Source: an optimization exercise on an open RTL-to-GDS flow (aim: small area). Production flows keep margins and buffers that such runs may drop.
Only simulation tests tie the RTL to the original design; equivalence was not proved.
The flow treats the clock pin as an ideal source, which a real chip does not have.
No activity file was given, so power comes from the tool's default toggle rates.

// DFM
module DFM(Sys_CLK, Sys_RST, D8, Uart_Tx);
input Sys_CLK, Sys_RST, D8;
output Uart_Tx;
function [19:0] inc20;
  input [19:0] t;
  input ci, clr;
  integer i;
  reg c;
  begin
    c = ci;
    for (i = 0; i < 20; i = i + 1) begin
      inc20[i] = ~clr & (t[i] ^ c);
      c = c & t[i];
    end
  end
endfunction
integer j;
reg [1:0] q;
reg [7:0] v;
reg [5:0] sl;
reg armed;          
wire tick = ~q[1] & q[0];
wire z = (sl == 6'd47);      
wire sl_end = sl_last & (v == 8'd44);
reg [7:0] v_n;
reg [5:0] sl_n;
reg rc;
always @(*) begin
  rc = tick;
  for (j = 0; j < 8; j = j + 1) begin
    v_n[j] = v[j] ^ rc;
    rc = rc & v[j];
  end
  v_n[0] = v_n[0] | rc;       
  rc = tick & (v == 8'd12);
  for (j = 0; j < 6; j = j + 1) begin
    sl_n[j] = sl[j] ^ rc;
    rc = rc & sl[j];
  end
end
always @(posedge Sys_CLK or negedge Sys_RST)
  if (!Sys_RST) begin
    q <= 2'd0; v <= 8'd43; sl <= 6'd47; armed <= 1'b0;
  end else begin
    q <= {q[1] ^ q[0], ~q[0]};
    if (tick & sl_end) begin
      v <= 8'd13;
      sl <= 6'd14;
    end else begin
      v <= v_n;
      sl <= sl_n;
    end
    if (tick & sl_end & ~z) armed <= 1'b1;
  end
  ...
For scale: ~540 cells after synthesis.
clock: 10.0 ns
lec_check: 0
cap_margin: 20
core_margin: 2
core_utilization: 40
slew_margin: 20
standard.sh (not shown) runs the stock make flow with config.mk's settings and CLKGATE_MAP_FILE= SYNTH_SCRIPT=/design/flow/synth_recipe.tcl, a recipe that flattens the netlist after the stock synthesis.
==> flow/flow/run.sh <==
#!/bin/bash
# Standard layout, except:
#  * the combinational logic of the standard synthesis is mapped again for
#    area (flow/resynth.tcl); the flip-flops are left exactly as synthesized;
#  * ports are buffered with buf_1 instead of the default buffer cell;
#  * the clock tree uses a clkbuf_8 root and clkbuf_4 leaf buffers, without
#    dummy loads; after it, leaf buffers whose clock-pin slew would come out
#    high are swapped for clkbuf_8, and logic cells that were sized up are
#    swapped back to the smallest size (flow/clkfix.tcl).
set -e
YOSYS=$FLOW_HOME/../tools/install/yosys/bin/yosys
[ -x "$YOSYS" ] || YOSYS=yosys
export BUFFER_PORTS_ARGS="-buffer_cell sky130_fd_sc_hd__buf_1"
export CTS_ARGS="-sink_clustering_enable -repair_clock_nets -dont_use_dummy_load -root_buf sky130_fd_sc_hd__clkbuf_8 -buf_list sky130_fd_sc_hd__clkbuf_4"
R=orfs/results/sky130hd/DFM/base
bash standard.sh synth > standard_synth.log 2>&1
cp $R/1_2_yosys.v synth_standard.v
$YOSYS -c flow/resynth.tcl > resynth.log 2>&1
rm -f $R/1_synth.odb $R/1_synth.sdc
bash standard.sh cts > standard_cts.log 2>&1
openroad -no_init -exit flow/clkfix.tcl > clkfix.log 2>&1
bash standard.sh > standard_finish.log 2>&1
==> flow/flow/clkfix.tcl <==
# Swap clock leaf buffers (clkbuf_4) for clkbuf_8 where the estimated slew at
# a flip-flop clock pin they drive is over the limit below.
set limit_ps 105
set res orfs/results/sky130hd/DFM/base
set plat $::env(FLOW_HOME)/platforms/sky130hd
read_db $res/4_cts.odb
read_liberty $plat/lib/sky130_fd_sc_hd__tt_025C_1v80.lib
read_sdc $res/4_cts.sdc
source $plat/setRC.tcl
set_propagated_clock [all_clocks]
estimate_parasitics -placement
set block [ord::get_db_block]
set big [[ord::get_db] findMaster sky130_fd_sc_hd__clkbuf_8]
set changed 0
foreach inst [$block getInsts] {
  if {[[$inst getMaster] getName] ne "sky130_fd_sc_hd__clkbuf_4"} { continue }
  set net [[$inst findITerm X] getNet]
  if {$net eq "NULL"} { continue }
  set worst 0
  foreach pin [get_pins -of_objects [get_nets [$net getName]] -filter "direction == input"] {
    foreach p {slew_max_rise slew_max_fall} {
      set s [get_property $pin $p]
      set worst [expr {max($worst, $s)}]
    }
  }
  puts "[$inst getName] [$net getName] worst slew $worst"
  if {$worst * 1000.0 > $limit_ps} {
    $inst swapMaster $big
    incr changed
  }
}
puts "upsized $changed"
# Synthesis sizes some logic cells up for speed; the clock period leaves
# plenty of slack, so swap them back to the smallest size of the same cell
# and let repair_design fix any slew or capacitance limit this breaks.
set db [ord::get_db]
set down 0
foreach inst [$block getInsts] {
  set name [[$inst getMaster] getName]
  if {[$inst isFixed]} { continue }
  if {![regexp {^(sky130_fd_sc_hd__[a-z0-9]+)_([0-9]+)$} $name -> base size]} { continue }
  if {$size <= 1} { continue }
  if {[regexp {clkbuf|clkinv|^sky130_fd_sc_hd__df|^sky130_fd_sc_hd__edf|^sky130_fd_sc_hd__buf_|tap|fill|decap} $name]} { continue }
  set best ""
  foreach s {0 1} {
    set m [$db findMaster ${base}_$s]
    if {$m ne "NULL"} { set best $m; break }
  }
  if {$best ne "" && [$best getWidth] < [[$inst getMaster] getWidth]} {
    $inst swapMaster $best
    incr down
  }
}
puts "downsized $down"
estimate_parasitics -placement
set_dont_use [get_lib_cells {sky130_fd_sc_hd__probe* sky130_fd_sc_hd__lpflow_*}]
repair_design
puts "setup slack [worst_slack -max] hold slack [worst_slack -min]"
detailed_placement
check_placement
write_db $res/4_cts.odb
Other scripts of this flow, unchanged in this note and not shown: flow/flow/area.abc, flow/flow/resynth.tcl
The baseline went through all stages and came out clean.
Rerun with:
--- a/flow/flow/run.sh
+++ b/flow/flow/run.sh
@@ -14 +14 @@
-export CTS_ARGS="-sink_clustering_enable -repair_clock_nets -dont_use_dummy_load -root_buf sky130_fd_sc_hd__clkbuf_8 -buf_list sky130_fd_sc_hd__clkbuf_4"
+export CTS_ARGS="-sink_clustering_enable -repair_clock_nets -dont_use_dummy_load -root_buf sky130_fd_sc_hd__clkbuf_4 -buf_list sky130_fd_sc_hd__clkbuf_4"
--- a/flow/flow/clkfix.tcl
+++ b/flow/flow/clkfix.tcl
@@ -3 +3 @@
-set limit_ps 105
+set limit_ps 115
@@ -13 +13,15 @@
-set big [[ord::get_db] findMaster sky130_fd_sc_hd__clkbuf_8]
+# For each leaf buffer, use the smallest of clkbuf_2, clkbuf_4 and clkbuf_8
+# whose estimated clock-pin slew stays under the limit.
+set sizes {}
+foreach m {sky130_fd_sc_hd__clkbuf_2 sky130_fd_sc_hd__clkbuf_4 sky130_fd_sc_hd__clkbuf_8} {
+  lappend sizes [[ord::get_db] findMaster $m]
+}
+proc leaf_slew {net} {
+  set worst 0
+  foreach pin [get_pins -of_objects [get_nets [$net getName]] -filter "direction == input"] {
+    foreach p {slew_max_rise slew_max_fall} {
+      set worst [expr {max($worst, [get_property $pin $p])}]
+    }
+  }
+  return $worst
+}
@@ -19,6 +33,6 @@
-  set worst 0
-  foreach pin [get_pins -of_objects [get_nets [$net getName]] -filter "direction == input"] {
-    foreach p {slew_max_rise slew_max_fall} {
-      set s [get_property $pin $p]
-      set worst [expr {max($worst, $s)}]
-    }
+  if {![string match "clknet_*" [$net getName]] || [string match "clknet_0_*" [$net getName]]} { continue }
+  foreach m $sizes {
+    $inst swapMaster $m
+    estimate_parasitics -placement
+    set worst [leaf_slew $net]
+    if {$worst * 1000.0 <= $limit_ps} { break }
@@ -26,5 +40,2 @@
-  puts "[$inst getName] [$net getName] worst slew $worst"
-  if {$worst * 1000.0 > $limit_ps} {
-    $inst swapMaster $big
-    incr changed
-  }
+  puts "[$inst getName] [$net getName] [[$inst getMaster] getName] worst slew $worst"
+  incr changed
Settings changed: ABC_AREA from default to 1.
The new run finished with timing, DRC and antenna clean. Synthesized cell count increases by 2.4%. Power falls by 0.87%. Non-clock buffer count grows by 1.

[what the ideal ports hide]
How much do the figures lean on ideal ports? The routed layouts below were timed once more, with nothing changed but the port constraints. Step 1 (the two cells are an assumption about what drives the block):
set clk [get_ports {Sys_CLK}]
set_driving_cell -lib_cell sky130_fd_sc_hd__clkbuf_16 $clk
set_driving_cell -lib_cell sky130_fd_sc_hd__buf_2 [delete_from_list [all_inputs] $clk]
Step 2 moves the port delays by t, midway between the first and last clock arrival at a register: inputs arrive t later, outputs are due t later. That takes back most of the time a late clock gives input paths. Three values: ideal ports, drivers, drivers and shift; two values: the first two.
run	shift t [ns]	slack for setup (ns)	slew at the worst register clock pin (ns)
the first run	0.462	5.331 / 5.331 / 5.331	0.10 / 0.10
the second run	0.565	4.388 / 4.388 / 4.388	0.10 / 0.10
After both steps every run listed still meets setup and hold.
